What follows belongs to an exercise in optimizing a design on an open flow for small area and a short achievable clock period; a production flow would make more cautious choices. In this exercise RTL edits were held to simulation tests only and were not proved equivalent to the original. No activity file was given, so power comes from the tool's default toggle rates.

## flow/config.mk

```make
export PLATFORM = sky130hd
export DESIGN_NAME = Top_level
export DESIGN_NICKNAME = Top_level
export VERILOG_FILES = /design/flow/design.v
export SDC_FILE = /design/flow/constraint.sdc
export NUM_CORES = 4
export LEC_CHECK = 0
export CAP_MARGIN = 20
export CORE_MARGIN = 2
export CORE_UTILIZATION = 40
export PLACE_DENSITY = 0.6
export SETUP_SLACK_MARGIN = 0.5
export SLEW_MARGIN = 20
```

## flow/constraint.sdc

```tcl
create_clock -name core_clock -period 15.0 [get_ports {clk}]
set_input_delay 3.0000 -clock core_clock [delete_from_list [all_inputs] [get_ports {clk}]]
set_output_delay 3.0000 -clock core_clock [all_outputs]
set_load 0.01 [all_outputs]
```

## flow/design.v

```verilog
module Adder #(
    parameter N = 32
)(
    input [N-1:0] a, b,
    output [N-1:0] out
);
    assign out = a + b;
endmodule
module Mux2To1 #(
    parameter N = 32
)(
    input [N-1:0] a0, a1,
    input sel,
    output [N-1:0] out
);
    assign out = sel ? a1 : a0;
endmodule
module Register #(
    parameter N = 32
)(
    input clk, rst,
    input [N-1:0] in1,
    input [N-1:0] in2,
    input ld, clr,
    output reg [N-1:0] out1,
    output reg [N-1:0] out2
);
    always @(posedge clk or posedge rst) begin
        if (rst) begin
            out1 <= {N{1'b0}};
            out2 <= {N{1'b0}};
        end
        else if (clr) begin
            out1 <= {N{1'b0}};
            out2 <= {N{1'b0}};
        end
        else if (ld) begin
            out1 <= in1;
            out2 <= in2;
        end
    end
endmodule
module ALU(
    input [31:0] in1, in2,
    input C_in,   
    input [3:0] exe_cmd,
    output reg [31:0] result,
    output reg [3:0] status  
);
    always @(*) begin
        status[3] = 1'b0;  
        status[2] = 1'b0;  
        status[1] = 1'b0;  
        status[0] = 1'b0;  
        case(exe_cmd)
            4'b0001: begin  
                result = in2;
            end
            4'b1001: begin  
                result = ~in2;
            end
            4'b0010: begin  
                {status[1], result} = in1 + in2;
                status[0] = (in1[31] == in2[31] && result[31] != in1[31]);  
            end
            4'b0011: begin  
                {status[1], result} = in1 + in2 + C_in;
                status[0] = (in1[31] == in2[31] && result[31] != in1[31]);  
            end
            4'b0100: begin  
                result = in1 - in2;
                status[1] = (in1 >= in2);  
                status[0] = (in1[31] != in2[31] && result[31] != in1[31]);  
            end
            4'b0101: begin  
                result = in1 - in2 - (C_in ? 0 : 1);
                status[1] = (in1 >= in2) && (C_in || in1 > in2);  
                status[0] = (in1[31] != in2[31] && result[31] != in1[31]);  
            end
            4'b0110: begin  
                result = in1 & in2;
            end
            4'b0111: begin  
                result = in1 | in2;
            end
            4'b1000: begin  
                result = in1 ^ in2;
            end
            default: begin
                result = 32'b0;
            end
        endcase
        status[3] = result[31];
        status[2] = (result == 32'b0);
    end
endmodule
module ConditionCheck(
    input [3:0] cond,
    input [3:0] status_bits,  
    output reg condition_met
);
    wire N, Z, C, V;
    assign N = status_bits[3];
    assign Z = status_bits[2];
    assign C = status_bits[1];
    assign V = status_bits[0];
    always @(*) begin
        case(cond)
            4'b0000: condition_met = Z;                  
            4'b0001: condition_met = ~Z;                 
            4'b0010: condition_met = C;                  
            4'b0011: condition_met = ~C;                 
            4'b0100: condition_met = N;                  
            4'b0101: condition_met = ~N;                 
            4'b0110: condition_met = V;                  
            4'b0111: condition_met = ~V;                 
            4'b1000: condition_met = C & ~Z;             
            4'b1001: condition_met = ~C | Z;             
            4'b1010: condition_met = N == V;             
            4'b1011: condition_met = N != V;             
            4'b1100: condition_met = ~Z & (N == V);      
            4'b1101: condition_met = Z | (N != V);       
            4'b1110: condition_met = 1'b1;               
            default: condition_met = 1'b0;               
        endcase
    end
endmodule
module ControlUnit(
    input [1:0] mode,
    input [3:0] opcode,
    input S_in,
    output reg [3:0] exe_cmd,
    output reg mem_read, mem_write,
    output reg wb_enable, branch_taken,
    output reg status_update
);
    always @(*) begin
        exe_cmd = 4'b0000;
        mem_read = 1'b0;
        mem_write = 1'b0;
        wb_enable = 1'b0;
        branch_taken = 1'b0;
        status_update = 1'b0;
        case(mode)
            2'b00: begin
                case(opcode)
                    4'b1101: begin  
                        exe_cmd = 4'b0001;
                        wb_enable = 1'b1;
                        status_update = S_in;
                    end
                    4'b1111: begin  
                        exe_cmd = 4'b1001;
                        wb_enable = 1'b1;
                        status_update = S_in;
                    end
                    4'b0100: begin  
                        exe_cmd = 4'b0010;
                        wb_enable = 1'b1;
                        status_update = S_in;
                    end
                    4'b0101: begin  
                        exe_cmd = 4'b0011;
                        wb_enable = 1'b1;
                        status_update = S_in;
                    end
                    4'b0010: begin  
                        exe_cmd = 4'b0100;
                        wb_enable = 1'b1;
                        status_update = S_in;
                    end
                    4'b0110: begin  
                        exe_cmd = 4'b0101;
                        wb_enable = 1'b1;
                        status_update = S_in;
                    end
                    4'b0000: begin  
                        exe_cmd = 4'b0110;
                        wb_enable = 1'b1;
                        status_update = S_in;
                    end
                    4'b1100: begin  
                        exe_cmd = 4'b0111;
                        wb_enable = 1'b1;
                        status_update = S_in;
                    end
                    4'b0001: begin  
                        exe_cmd = 4'b1000;
                        wb_enable = 1'b1;
                        status_update = S_in;
                    end
                    4'b1010: begin  
                        exe_cmd = 4'b0100;  
                        status_update = 1'b1;  
                    end
                    4'b1000: begin  
                        exe_cmd = 4'b0110;  
                        status_update = 1'b1;  
                    end
                endcase
            end
            2'b01: begin
                exe_cmd = 4'b0010;  
                if (S_in) begin  
                    mem_read = 1'b1;
                    wb_enable = 1'b1;
                end else begin  
                    mem_write = 1'b1;
                end
            end
            2'b10: begin
                branch_taken = 1'b1;
            end
        endcase
    end
endmodule
module Val2Generator(
    input [11:0] shift_operand,
    input [31:0] val_rm,
    input imm,
    input mem_command,  
    output reg [31:0] val2
);
    wire [7:0] imm_8;
    wire [3:0] rotate_imm;
    wire [4:0] shift_imm;
    wire [1:0] shift;
    assign imm_8 = shift_operand[7:0];
    assign rotate_imm = shift_operand[11:8];
    assign shift_imm = shift_operand[11:7];
    assign shift = shift_operand[6:5];
    reg [31:0] rotated_imm;
    integer i;
    always @(*) begin
        if (mem_command) begin
            val2 = {20'b0, shift_operand};
        end
        else if (imm) begin
            rotated_imm = {24'b0, imm_8};
            for (i = 0; i < 15; i = i + 1) begin
                if (i < rotate_imm) begin
                    rotated_imm = {rotated_imm[1:0], rotated_imm[31:2]};
                    rotated_imm = {rotated_imm[1:0], rotated_imm[31:2]};
                end
            end
            val2 = rotated_imm;
        end
        else begin
            case(shift)
                2'b00: val2 = val_rm << shift_imm;  
                2'b01: val2 = val_rm >> shift_imm;  
                2'b10: val2 = $signed(val_rm) >>> shift_imm;  
                2'b11: begin  
                    val2 = val_rm;
                    for (i = 0; i < 31; i = i + 1) begin
                        if (i < shift_imm)
                            val2 = {val2[0], val2[31:1]};
                    end
                end
            endcase
        end
    end
endmodule
module EXE_stage(
    input clk, rst,
    input [31:0] pc_in,
    input [31:0] val_rn, val_rm,
    input [3:0] exe_cmd,
    input mem_read, mem_write,
    input [23:0] signed_imm_24,
    input [11:0] shift_operand,
    input imm,
    input C_in,  
    output [31:0] alu_result,
    output [31:0] branch_address,
    output [3:0] status_bits
);
    wire [31:0] val2;
    wire mem_command;
    assign mem_command = mem_read | mem_write;
    Val2Generator val2_gen(
        .shift_operand(shift_operand),
        .val_rm(val_rm),
        .imm(imm),
        .mem_command(mem_command),
        .val2(val2)
    );
    ALU alu(
        .in1(val_rn),
        .in2(val2),
        .C_in(C_in),
        .exe_cmd(exe_cmd),
        .result(alu_result),
        .status(status_bits)
    );
    wire [31:0] sign_extended_imm;
    assign sign_extended_imm = {{8{signed_imm_24[23]}}, signed_imm_24} << 2;
    assign branch_address = pc_in + sign_extended_imm;
endmodule
module EXE_stage_reg(
    input clk, rst,
    input freeze,
    input [31:0] pc_in,
    input [31:0] alu_result_in,
    input [31:0] val_rm_in,
    input mem_read_in, mem_write_in, wb_enable_in,
    input [3:0] dest_reg_in,
    output reg [31:0] pc_out,
    output reg [31:0] alu_result_out,
    output reg [31:0] val_rm_out,
    output reg mem_read_out, mem_write_out, wb_enable_out,
    output reg [3:0] dest_reg_out
);
    always @(posedge clk or posedge rst) begin
        if (rst) begin
            pc_out <= 32'b0;
            alu_result_out <= 32'b0;
            val_rm_out <= 32'b0;
            mem_read_out <= 1'b0;
            mem_write_out <= 1'b0;
            wb_enable_out <= 1'b0;
            dest_reg_out <= 4'b0;
        end
        else if (~freeze) begin
            pc_out <= pc_in;
            alu_result_out <= alu_result_in;
            val_rm_out <= val_rm_in;
            mem_read_out <= mem_read_in;
            mem_write_out <= mem_write_in;
            wb_enable_out <= wb_enable_in;
            dest_reg_out <= dest_reg_in;
        end
    end
endmodule
module HazardDetectionUnit(
    input [3:0] src1,         
    input [3:0] src2,         
    input [3:0] exe_dest,     
    input [3:0] mem_dest,     
    input exe_wb_en,          
    input mem_wb_en,          
    input exe_mem_read,       
    input two_src,            
    output reg hazard_detected  
);
    always @(*) begin
        hazard_detected = 1'b0;
        if (exe_mem_read && exe_wb_en && 
            ((exe_dest == src1) || (exe_dest == src2 && two_src))) begin
            hazard_detected = 1'b1;
        end
        else if (exe_wb_en && exe_dest != 4'b0 && 
                ((exe_dest == src1) || (exe_dest == src2 && two_src))) begin
            hazard_detected = 1'b1;
        end
        else if (mem_wb_en && mem_dest != 4'b0 && 
                ((mem_dest == src1) || (mem_dest == src2 && two_src))) begin
            hazard_detected = 1'b1;
        end
    end
endmodule
module RegisterFile(
    input clk, rst,
    input [3:0] src1, src2, dest,
    input [31:0] write_val,
    input write_en,
    output [31:0] reg1, reg2
);
    reg [31:0] registers [0:14];
    integer i;
    assign reg1 = (src1 == 0 || src1 == 15) ? 32'b0 : registers[src1];
    assign reg2 = (src2 == 0 || src2 == 15) ? 32'b0 : registers[src2];
    always @(negedge clk or posedge rst) begin
        if (rst) begin
            for (i = 0; i < 15; i = i + 1) begin
                registers[i] <= i;
            end
        end else if (write_en && dest != 0 && dest != 15) begin
            registers[dest] <= write_val;
        end
    end
endmodule
module ID_stage(
    input clk, rst,
    input [31:0] pc_in,
    input [31:0] instruction,
    input [31:0] wb_value,
    input [3:0] wb_dest,
    input wb_en,
    input [3:0] status_bits,
    output [31:0] pc_out,
    output [31:0] val_rn, val_rm,
    output [3:0] exe_cmd,
    output mem_read, mem_write,
    output wb_enable,
    output branch_taken,
    output status_update,
    output [3:0] dest_reg,
    output [11:0] shift_operand,
    output [23:0] signed_imm_24,
    output imm,
    output two_src,               
    output [3:0] src1, src2       
);
    wire [3:0] rn, rm, rd;
    wire [1:0] mode;
    wire [3:0] opcode;
    wire S;
    wire [3:0] cond;
    wire [3:0] control_exe_cmd;
    wire control_mem_read, control_mem_write;
    wire control_wb_enable, control_branch_taken;
    wire control_status_update;
    wire condition_met;
    assign cond = instruction[31:28];
    assign mode = instruction[27:26];
    assign imm = instruction[25];
    assign opcode = instruction[24:21];
    assign S = instruction[20];
    assign rn = instruction[19:16];
    assign rd = instruction[15:12];
    assign rm = (control_mem_write) ? rd : instruction[3:0];  
    assign shift_operand = instruction[11:0];
    assign signed_imm_24 = instruction[23:0];
    ControlUnit control_unit(
        .mode(mode),
        .opcode(opcode),
        .S_in(S),
        .exe_cmd(control_exe_cmd),
        .mem_read(control_mem_read),
        .mem_write(control_mem_write),
        .wb_enable(control_wb_enable),
        .branch_taken(control_branch_taken),
        .status_update(control_status_update)
    );
    ConditionCheck cond_check(
        .cond(cond),
        .status_bits(status_bits),
        .condition_met(condition_met)
    );
    RegisterFile reg_file(
        .clk(clk),
        .rst(rst),
        .src1(rn),
        .src2(rm),
        .dest(wb_dest),
        .write_val(wb_value),
        .write_en(wb_en),
        .reg1(val_rn),
        .reg2(val_rm)
    );
    assign exe_cmd = condition_met ? control_exe_cmd : 4'b0;
    assign mem_read = condition_met ? control_mem_read : 1'b0;
    assign mem_write = condition_met ? control_mem_write : 1'b0;
    assign wb_enable = condition_met ? control_wb_enable : 1'b0;
    assign branch_taken = condition_met ? control_branch_taken : 1'b0;
    assign status_update = condition_met ? control_status_update : 1'b0;
    assign dest_reg = rd;
    assign pc_out = pc_in;
    assign src1 = rn;
    assign src2 = rm;
    assign two_src = (mode == 2'b00 && opcode != 4'b1101 && opcode != 4'b1111) ||  
                     (mode == 2'b01 && ~S);  
endmodule
module ID_stage_reg (
    input clk, rst, flush,
    input [31:0] pc_in,
    input [31:0] val_rn_in, val_rm_in,
    input [3:0] exe_cmd_in,
    input mem_read_in, mem_write_in,
    input wb_enable_in,
    input branch_taken_in,
    input status_update_in,
    input [3:0] dest_reg_in,
    input [11:0] shift_operand_in,
    input [23:0] signed_imm_24_in,
    input imm_in,
    input [3:0] src1_in, src2_in,
    output reg [31:0] pc_out,
    output reg [31:0] val_rn_out, val_rm_out,
    output reg [3:0] exe_cmd_out,
    output reg mem_read_out, mem_write_out,
    output reg wb_enable_out,
    output reg branch_taken_out,
    output reg status_update_out,
    output reg [3:0] dest_reg_out,
    output reg [11:0] shift_operand_out,
    output reg [23:0] signed_imm_24_out,
    output reg imm_out,
    output reg [3:0] src1_out, src2_out
);
    always @(posedge clk or posedge rst) begin
        if (rst) begin
            pc_out <= 32'b0;
            val_rn_out <= 32'b0;
            val_rm_out <= 32'b0;
            exe_cmd_out <= 4'b0;
            mem_read_out <= 1'b0;
            mem_write_out <= 1'b0;
            wb_enable_out <= 1'b0;
            branch_taken_out <= 1'b0;
            status_update_out <= 1'b0;
            dest_reg_out <= 4'b0;
            shift_operand_out <= 12'b0;
            signed_imm_24_out <= 24'b0;
            imm_out <= 1'b0;
            src1_out <= 4'b0;
            src2_out <= 4'b0;
        end else if (flush) begin
            pc_out <= 32'b0;
            val_rn_out <= 32'b0;
            val_rm_out <= 32'b0;
            exe_cmd_out <= 4'b0;
            mem_read_out <= 1'b0;
            mem_write_out <= 1'b0;
            wb_enable_out <= 1'b0;
            branch_taken_out <= 1'b0;
            status_update_out <= 1'b0;
            dest_reg_out <= 4'b0;
            shift_operand_out <= 12'b0;
            signed_imm_24_out <= 24'b0;
            imm_out <= 1'b0;
            src1_out <= 4'b0;
            src2_out <= 4'b0;
        end else begin
            pc_out <= pc_in;
            val_rn_out <= val_rn_in;
            val_rm_out <= val_rm_in;
            exe_cmd_out <= exe_cmd_in;
            mem_read_out <= mem_read_in;
            mem_write_out <= mem_write_in;
            wb_enable_out <= wb_enable_in;
            branch_taken_out <= branch_taken_in;
            status_update_out <= status_update_in;
            dest_reg_out <= dest_reg_in;
            shift_operand_out <= shift_operand_in;
            signed_imm_24_out <= signed_imm_24_in;
            imm_out <= imm_in;
            src1_out <= src1_in;
            src2_out <= src2_in;
        end
    end
endmodule
module IF_stage(
    input clk, rst,
    input branchTaken, freeze,
    input [31:0] instructionin,
    input [31:0] branchAddress, 
    output [31:0] pc,
    output [31:0] instruction,
    output [31:0] pcpipe
);
    wire [31:0] pcRegIn, pcRegOut, pcAdderOut, IFRegout, instructionout;
    Mux2To1 #(32) pcMux(
        .a0(pcAdderOut),
        .a1(branchAddress),
        .sel(branchTaken),
        .out(pcRegIn)
    );
    Register #(32) PCReg(
        .clk(clk),
        .rst(rst),
        .in1(pcRegIn),
        .in2(),
        .ld(~freeze),
        .clr(1'b0),
        .out1(pcRegOut),
        .out2()
    );
    Adder #(32) PCAdder(
        .a(pcRegOut),
        .b(32'd1),
        .out(pcAdderOut)
    );
     assign pc = pcRegOut;
     assign pcpipe = pcAdderOut;
     assign instruction = instructionin;
endmodule
module IF_stage_reg(
    input clk, rst, freeze, flush,
    input [31:0] branchAddress, 
    input [31:0] pcin, 
    input [31:0] instructionin, 
    output [31:0] pc,
    output [31:0] instruction
);
    wire [31:0] IFRegout, instructionout;
Register #(32) IFReg(
        .clk(clk),
        .rst(rst),
        .in1(pcin),
        .in2(instructionin),
        .ld(~freeze),
        .clr(flush),
        .out1(IFRegout),
        .out2(instructionout)
    );
     assign instruction = instructionout;
     assign pc = IFRegout;
    endmodule
module MEM_stage_reg(
    input clk, rst,
    input [31:0] alu_result_in,
    input [31:0] mem_data_in,
    input mem_read_in, wb_enable_in,
    input [3:0] dest_reg_in,
    output reg [31:0] alu_result_out,
    output reg [31:0] mem_data_out,
    output reg mem_read_out, wb_enable_out,
    output reg [3:0] dest_reg_out
);
    always @(posedge clk or posedge rst) begin
        if (rst) begin
            alu_result_out <= 32'b0;
            mem_data_out <= 32'b0;
            mem_read_out <= 1'b0;
            wb_enable_out <= 1'b0;
            dest_reg_out <= 4'b0;
        end
        else begin
            alu_result_out <= alu_result_in;
            mem_data_out <= mem_data_in;
            mem_read_out <= mem_read_in;
            wb_enable_out <= wb_enable_in;
            dest_reg_out <= dest_reg_in;
        end
    end
endmodule
module WB_stage(
    input [31:0] alu_result,
    input [31:0] mem_data,
    input mem_read,
    output [31:0] wb_value
);
    Mux2To1 #(32) wbMux(
        .a0(alu_result),
        .a1(mem_data),
        .sel(mem_read),
        .out(wb_value)
    );
endmodule
module Top_level(
    input clk, rst,
    output [31:0] imem_addr,
    input  [31:0] imem_data,
    output [31:0] dmem_addr,
    output [31:0] dmem_wdata,
    output dmem_we,
    output dmem_re,
    input  [31:0] dmem_rdata,
    output wb_en,
    output [3:0] wb_dest,
    output [31:0] wb_value
);
    wire hazard_detected;
    wire freeze;
    wire [31:0] pc, instruction, pc_plus_one, pc_if_reg_out, instruction_if_reg_out;
    wire [31:0] id_pc_out;
    wire [31:0] val_rn, val_rm;
    wire [3:0] exe_cmd;
    wire mem_read, mem_write, wb_enable, branch_taken, status_update;
    wire [3:0] dest_reg;
    wire [11:0] shift_operand;
    wire [23:0] signed_imm_24;
    wire imm, two_src;
    wire [3:0] src1, src2;
    wire [31:0] alu_result, branch_addr_calc;
    wire [3:0] status_bits;  
    wire [31:0] id_reg_pc_out, id_reg_val_rn_out, id_reg_val_rm_out;
    wire [3:0] id_reg_exe_cmd_out;
    wire id_reg_mem_read_out, id_reg_mem_write_out, id_reg_wb_enable_out;
    wire id_reg_branch_taken_out, id_reg_status_update_out;
    wire [3:0] id_reg_dest_reg_out;
    wire [11:0] id_reg_shift_operand_out;
    wire [23:0] id_reg_signed_imm_24_out;
    wire id_reg_imm_out;
    wire [3:0] id_reg_src1_out, id_reg_src2_out;
    wire [31:0] exe_reg_pc_out, exe_reg_alu_result_out, exe_reg_val_rm_out;
    wire exe_reg_mem_read_out, exe_reg_mem_write_out, exe_reg_wb_enable_out;
    wire [3:0] exe_reg_dest_reg_out;
    wire [31:0] mem_reg_alu_result_out, mem_reg_mem_data_out;
    wire mem_reg_mem_read_out, mem_reg_wb_enable_out;
    wire [3:0] mem_reg_dest_reg_out;
    wire [31:0] wb_value_int;
    wire exe_branch_taken = id_reg_branch_taken_out;
    assign freeze = hazard_detected & ~exe_branch_taken;
    reg [3:0] status_reg;
    always @(posedge clk or posedge rst) begin
        if (rst)
            status_reg <= 4'b0;
        else if (id_reg_status_update_out)
            status_reg <= status_bits;
    end
    wire [3:0] id_status = id_reg_status_update_out ? status_bits : status_reg;
    HazardDetectionUnit hazard_unit(
        .src1(src1),
        .src2(src2),
        .exe_dest(id_reg_dest_reg_out),
        .mem_dest(exe_reg_dest_reg_out),
        .exe_wb_en(id_reg_wb_enable_out),
        .mem_wb_en(exe_reg_wb_enable_out),
        .exe_mem_read(id_reg_mem_read_out),
        .two_src(two_src),
        .hazard_detected(hazard_detected)
    );
    IF_stage if_stage(
        .clk(clk),
        .rst(rst),
        .branchTaken(exe_branch_taken),
        .freeze(freeze),
        .instructionin(imem_data),
        .branchAddress(branch_addr_calc),
        .pc(pc),
        .instruction(instruction),
        .pcpipe(pc_plus_one)
    );
    IF_stage_reg if_reg(
        .clk(clk),
        .rst(rst),
        .freeze(freeze),
        .flush(exe_branch_taken),
        .branchAddress(branch_addr_calc),
        .pcin(pc_plus_one),
        .instructionin(instruction),
        .pc(pc_if_reg_out),
        .instruction(instruction_if_reg_out)
    );
    ID_stage id_stage(
        .clk(clk),
        .rst(rst),
        .pc_in(pc_if_reg_out),
        .instruction(instruction_if_reg_out),
        .wb_value(wb_value_int),
        .wb_dest(mem_reg_dest_reg_out),
        .wb_en(mem_reg_wb_enable_out),
        .status_bits(id_status),
        .pc_out(id_pc_out),
        .val_rn(val_rn),
        .val_rm(val_rm),
        .exe_cmd(exe_cmd),
        .mem_read(mem_read),
        .mem_write(mem_write),
        .wb_enable(wb_enable),
        .branch_taken(branch_taken),
        .status_update(status_update),
        .dest_reg(dest_reg),
        .shift_operand(shift_operand),
        .signed_imm_24(signed_imm_24),
        .imm(imm),
        .two_src(two_src),
        .src1(src1),
        .src2(src2)
    );
    ID_stage_reg id_reg(
        .clk(clk),
        .rst(rst),
        .flush(hazard_detected | exe_branch_taken),
        .pc_in(id_pc_out),
        .val_rn_in(val_rn),
        .val_rm_in(val_rm),
        .exe_cmd_in(exe_cmd),
        .mem_read_in(mem_read),
        .mem_write_in(mem_write),
        .wb_enable_in(wb_enable),
        .branch_taken_in(branch_taken),
        .status_update_in(status_update),
        .dest_reg_in(dest_reg),
        .shift_operand_in(shift_operand),
        .signed_imm_24_in(signed_imm_24),
        .imm_in(imm),
        .src1_in(src1),
        .src2_in(src2),
        .pc_out(id_reg_pc_out),
        .val_rn_out(id_reg_val_rn_out),
        .val_rm_out(id_reg_val_rm_out),
        .exe_cmd_out(id_reg_exe_cmd_out),
        .mem_read_out(id_reg_mem_read_out),
        .mem_write_out(id_reg_mem_write_out),
        .wb_enable_out(id_reg_wb_enable_out),
        .branch_taken_out(id_reg_branch_taken_out),
        .status_update_out(id_reg_status_update_out),
        .dest_reg_out(id_reg_dest_reg_out),
        .shift_operand_out(id_reg_shift_operand_out),
        .signed_imm_24_out(id_reg_signed_imm_24_out),
        .imm_out(id_reg_imm_out),
        .src1_out(id_reg_src1_out),
        .src2_out(id_reg_src2_out)
    );
    EXE_stage exe_stage(
        .clk(clk),
        .rst(rst),
        .pc_in(id_reg_pc_out),
        .val_rn(id_reg_val_rn_out),
        .val_rm(id_reg_val_rm_out),
        .exe_cmd(id_reg_exe_cmd_out),
        .mem_read(id_reg_mem_read_out),
        .mem_write(id_reg_mem_write_out),
        .signed_imm_24(id_reg_signed_imm_24_out),
        .shift_operand(id_reg_shift_operand_out),
        .imm(id_reg_imm_out),
        .C_in(status_reg[1]),  
        .alu_result(alu_result),
        .branch_address(branch_addr_calc),
        .status_bits(status_bits)
    );
    EXE_stage_reg exe_reg(
        .clk(clk),
        .rst(rst),
        .freeze(1'b0),
        .pc_in(id_reg_pc_out),
        .alu_result_in(alu_result),
        .val_rm_in(id_reg_val_rm_out),
        .mem_read_in(id_reg_mem_read_out),
        .mem_write_in(id_reg_mem_write_out),
        .wb_enable_in(id_reg_wb_enable_out),
        .dest_reg_in(id_reg_dest_reg_out),
        .pc_out(exe_reg_pc_out),
        .alu_result_out(exe_reg_alu_result_out),
        .val_rm_out(exe_reg_val_rm_out),
        .mem_read_out(exe_reg_mem_read_out),
        .mem_write_out(exe_reg_mem_write_out),
        .wb_enable_out(exe_reg_wb_enable_out),
        .dest_reg_out(exe_reg_dest_reg_out)
    );
    assign dmem_addr  = exe_reg_alu_result_out;
    assign dmem_wdata = exe_reg_val_rm_out;
    assign dmem_we    = exe_reg_mem_write_out;
    assign dmem_re    = exe_reg_mem_read_out;
    MEM_stage_reg mem_reg(
        .clk(clk),
        .rst(rst),
        .alu_result_in(exe_reg_alu_result_out),
        .mem_data_in(dmem_rdata),
        .mem_read_in(exe_reg_mem_read_out),
        .wb_enable_in(exe_reg_wb_enable_out),
        .dest_reg_in(exe_reg_dest_reg_out),
        .alu_result_out(mem_reg_alu_result_out),
        .mem_data_out(mem_reg_mem_data_out),
        .mem_read_out(mem_reg_mem_read_out),
        .wb_enable_out(mem_reg_wb_enable_out),
        .dest_reg_out(mem_reg_dest_reg_out)
    );
    WB_stage wb_stage(
        .alu_result(mem_reg_alu_result_out),
        .mem_data(mem_reg_mem_data_out),
        .mem_read(mem_reg_mem_read_out),
        .wb_value(wb_value_int)
    );
    assign imem_addr = pc;
    assign wb_en     = mem_reg_wb_enable_out;
    assign wb_dest   = mem_reg_dest_reg_out;
    assign wb_value  = wb_value_int;
endmodule
```

## flow/run.sh

```bash
#!/bin/bash
# synth_recipe.tcl (not shown) runs the flow's synth.tcl, then flattens the netlist and writes it again
# the make line also repeats each setting of config.mk as NAME=value (left out here)
make -C /OpenROAD-flow-scripts/flow DESIGN_CONFIG=/design/flow/config.mk WORK_HOME=/design/flow/orfs CLKGATE_MAP_FILE= SYNTH_SCRIPT=/design/flow/synth_recipe.tcl finish
```

==> impl_metrics.ini <==
[logic_synthesis]
syn_inst = 7069
avgSynthCellArea_sq_um = 8.22
yosys_warnings = 12
synth_nets = 7269
synth-seq-cells = 819
synth_cell_types = 146
synthArstFlopShare_pct = 100
synthesis.area_sq_um = 58100
seq_area_frac_synth_pct = 35.3
synth_area_leaders = dfrtn_1 18%, dfrtp_1 16%, a21oi_1 5.7%
synth_edf_count = 0
netlist.area_leader.share_pct = 18.1
yosys.area.top_type = dfrtn_1
synth_ff_type = dfrtn_1

[routing]
ant_nets = 0
vias_per_cell = 6.86
wl_per_cell_um = 34.4
drc = 0
drt-total-wl_um = 312000
drtIter0Drc = 8972
route.vias.total = 62228
drt_pass1_iterations = 7

[power_and_ir_drop]
p_leak_nw = 27.2
seq_power_share_pct = 19.5
p_switching_w = 0.0117
power_frac_comb_pct = 68.5
p_clk_share_pct = 12.0
p_int_w = 0.00873
peakVddDrop_v = 0.000149
swShare_pct = 57.3
p_per_area_nw_per_um2 = 310

[global_routing]
met2_usage_pct = 60.5
grt_most_used_layer = met2
antenna_found_initial = 24
grt_max_degree = 149
first_global_vias = 59018
grt_overflow = 0
grt_pass1_wl_um = 442000
met3_usage_pct = 12.2
track_usage_pct = 41.1
use_met1_pct = 51.7

[layout]
largest_register_ffs = 448
fin_area_sq_um = 65800
layout-drive-gt1-share_pct = 10.5
fin_cells = 9070
finish.utilization_pct = 45.8
final_nets = 7276
regMostFlops = id_stage.reg_file.registers
area_growth_pct = 13.4

[floorplanning]
dieWidth_um = 385
core-area_sq_um = 144000
initial_core_util_pct = 40.4
die_h_um = 385
io_pins = 201
rows = 139
die_area_sq_um = 148000

[timing]
hold_viol_final = 0
fin_crit_ns = 14.05
finalSetupViolations = 0
rsz0062_at_grt = no
fmax_ghz = 0.0712
tightest_slew_ns = 1.32
fin_ws_ns = 0.952
drv_slew = 0
setup_tns_ns = 0
period_share_pct = 93.7
clock_skew_ns = 0.116
slew_headroom_pct = 11.4

[cts]
insertion_delay_ns = 0.78
cts_made_buffers = 93
clk_pin_slew_ns = 0.06
clkSinkCount = 819
cts_max_path_buffers = 3
h-tree-depth = 3
hold_buffers = 0
post_cts_resized = 0
post-cts-setup-buffers = 0
root_buffer = clkbuf_16
cts_tree = yes

[placement]
place.gp.congestion = 1.08
hpwlAfterDp_um = 216000
placed_area_sq_um = 62400
pre_cts_ws_ns = 1.75
io_buffers = 200
dp.cells = 8856

[worst_setup_path]
crit_path_start_kind = register
cp_data_required_time_ns = 15.57
path_max_fanout = 61
regToRegStartpoint = id_reg.signed_imm_24_out[7]
crit_family = compound AO/OA/AOI/OAI gates
worst_setup_path_end_kind = register
path_class = register to register
cp.arrival_ns = 14.62
crit_start = id_reg.signed_imm_24_out[7]
cp_slowest_cell = dfrtp_4
slowest_delay_ns = 0.93
worst-path-buf-inv = 2

[run]
cap_violations = 0

[hold_path]
hold_class = register to register
hp-start = id_reg.mem_write_out

[outcome]
status = finished clean
[cells by family after synthesis]
logic type / Yosys count / synth area share, %
flops: 819 / 35.3
buf+inv: 795 / 5.90
xor+xnor: 196 / 2.96
compound gates: 2659 / 31.2
simple gates: 2266 / 17.9
mux: 199 / 3.75
fa+ha+maj: 135 / 2.94
[final cells by class]
class,instances,area (sq um)
fill,14146,78000
inverter,212,800
clock buffer,131,2700
timing repair buffer,467,4120
antenna,11,27.5
tap,1903,2380
multi-input combinational,5455,34600
clock inverter,72,678
sequential,819,20600
[placed cells by master, fill, tap and decap left out, drive strengths merged, types with 108 or more instances in the layout]
cell type,n
a21oi,677
clkbuf,131
clkdlybuf4s50,200
nor3,126
a211oi,108
a22oi,172
nor2,881
dfrtn,420
inv,245
dfrtp,371
a22o,143
o21ai,546
xnor2,127
mux2i,151
nand3,125
a31oi,151
buf,267
nand2,691
ha,131
a221oi,253
[stage by stage]
stage / hold slack [ns] / total power (W)
2_1_floorplan: 0.348 / 0.0120
3_3_place_gp: 0.367 / 0.0172
3_5_place_dp: 0.376 / 0.0172
4_1_cts: 0.334 / 0.0197
5_1_grt: 0.342 / 0.0212
6_report: 0.345 / 0.0204
[cells in the mapped netlist, types with 42 or more instances]
master / count
a21oi_1: 667
xnor2_1: 127
o21ai_0: 499
and3_1: 92
o211ai_1: 88
inv_1: 209
a221oi_1: 246
a22oi_1: 171
o22ai_1: 72
nand3_1: 124
a31oi_1: 149
a211oi_1: 94
ha_1: 131
clkbuf_1: 434
nor2_1: 877
buf_2: 55
dfrtp_1: 371
or3_1: 42
mux2i_1: 149
xor2_1: 69
nand2b_1: 57
o21ai_1: 42
a22o_1: 143
nand2_1: 687
dfrtn_1: 420
nor3_1: 116
[power by group through the flow]
stage,sequential (W),clock [W],combinational (W)
6_report,0.00399,0.00246,0.0140
5_1_grt,0.00407,0.00258,0.0145
4_1_cts,0.00396,0.00248,0.0133
3_5_place_dp,0.00398,0.0000118,0.0132
3_3_place_gp,0.00397,0.0000118,0.0132
2_1_floorplan,0.00356,0.0000118,0.00840
[routing by layer]
layer / share of wire [%] / wire length (um) / vias to the layer above
met5: 0.067 / 209 / -
met4: 8.6 / 27000 / 24
met3: 12 / 36300 / 1296
met2: 42 / 131000 / 4457
met1: 38 / 118000 / 30239
li1: - / - / 26212
[final timing paths]
path	endpoint	cells past startpoint	slack (ns)
worst max-delay path	id_reg.mem_read_out	40	0.95
worst min-delay path	exe_reg.mem_write_out	0	0.35
worst max register to register	id_reg.mem_read_out	40	0.95
worst min register to register	exe_reg.mem_write_out	0	0.35
max in group asynchronous	id_stage.reg_file.registers[5][1]	3	3.71
min in group asynchronous	exe_reg.val_rm_out[5]	3	2.97
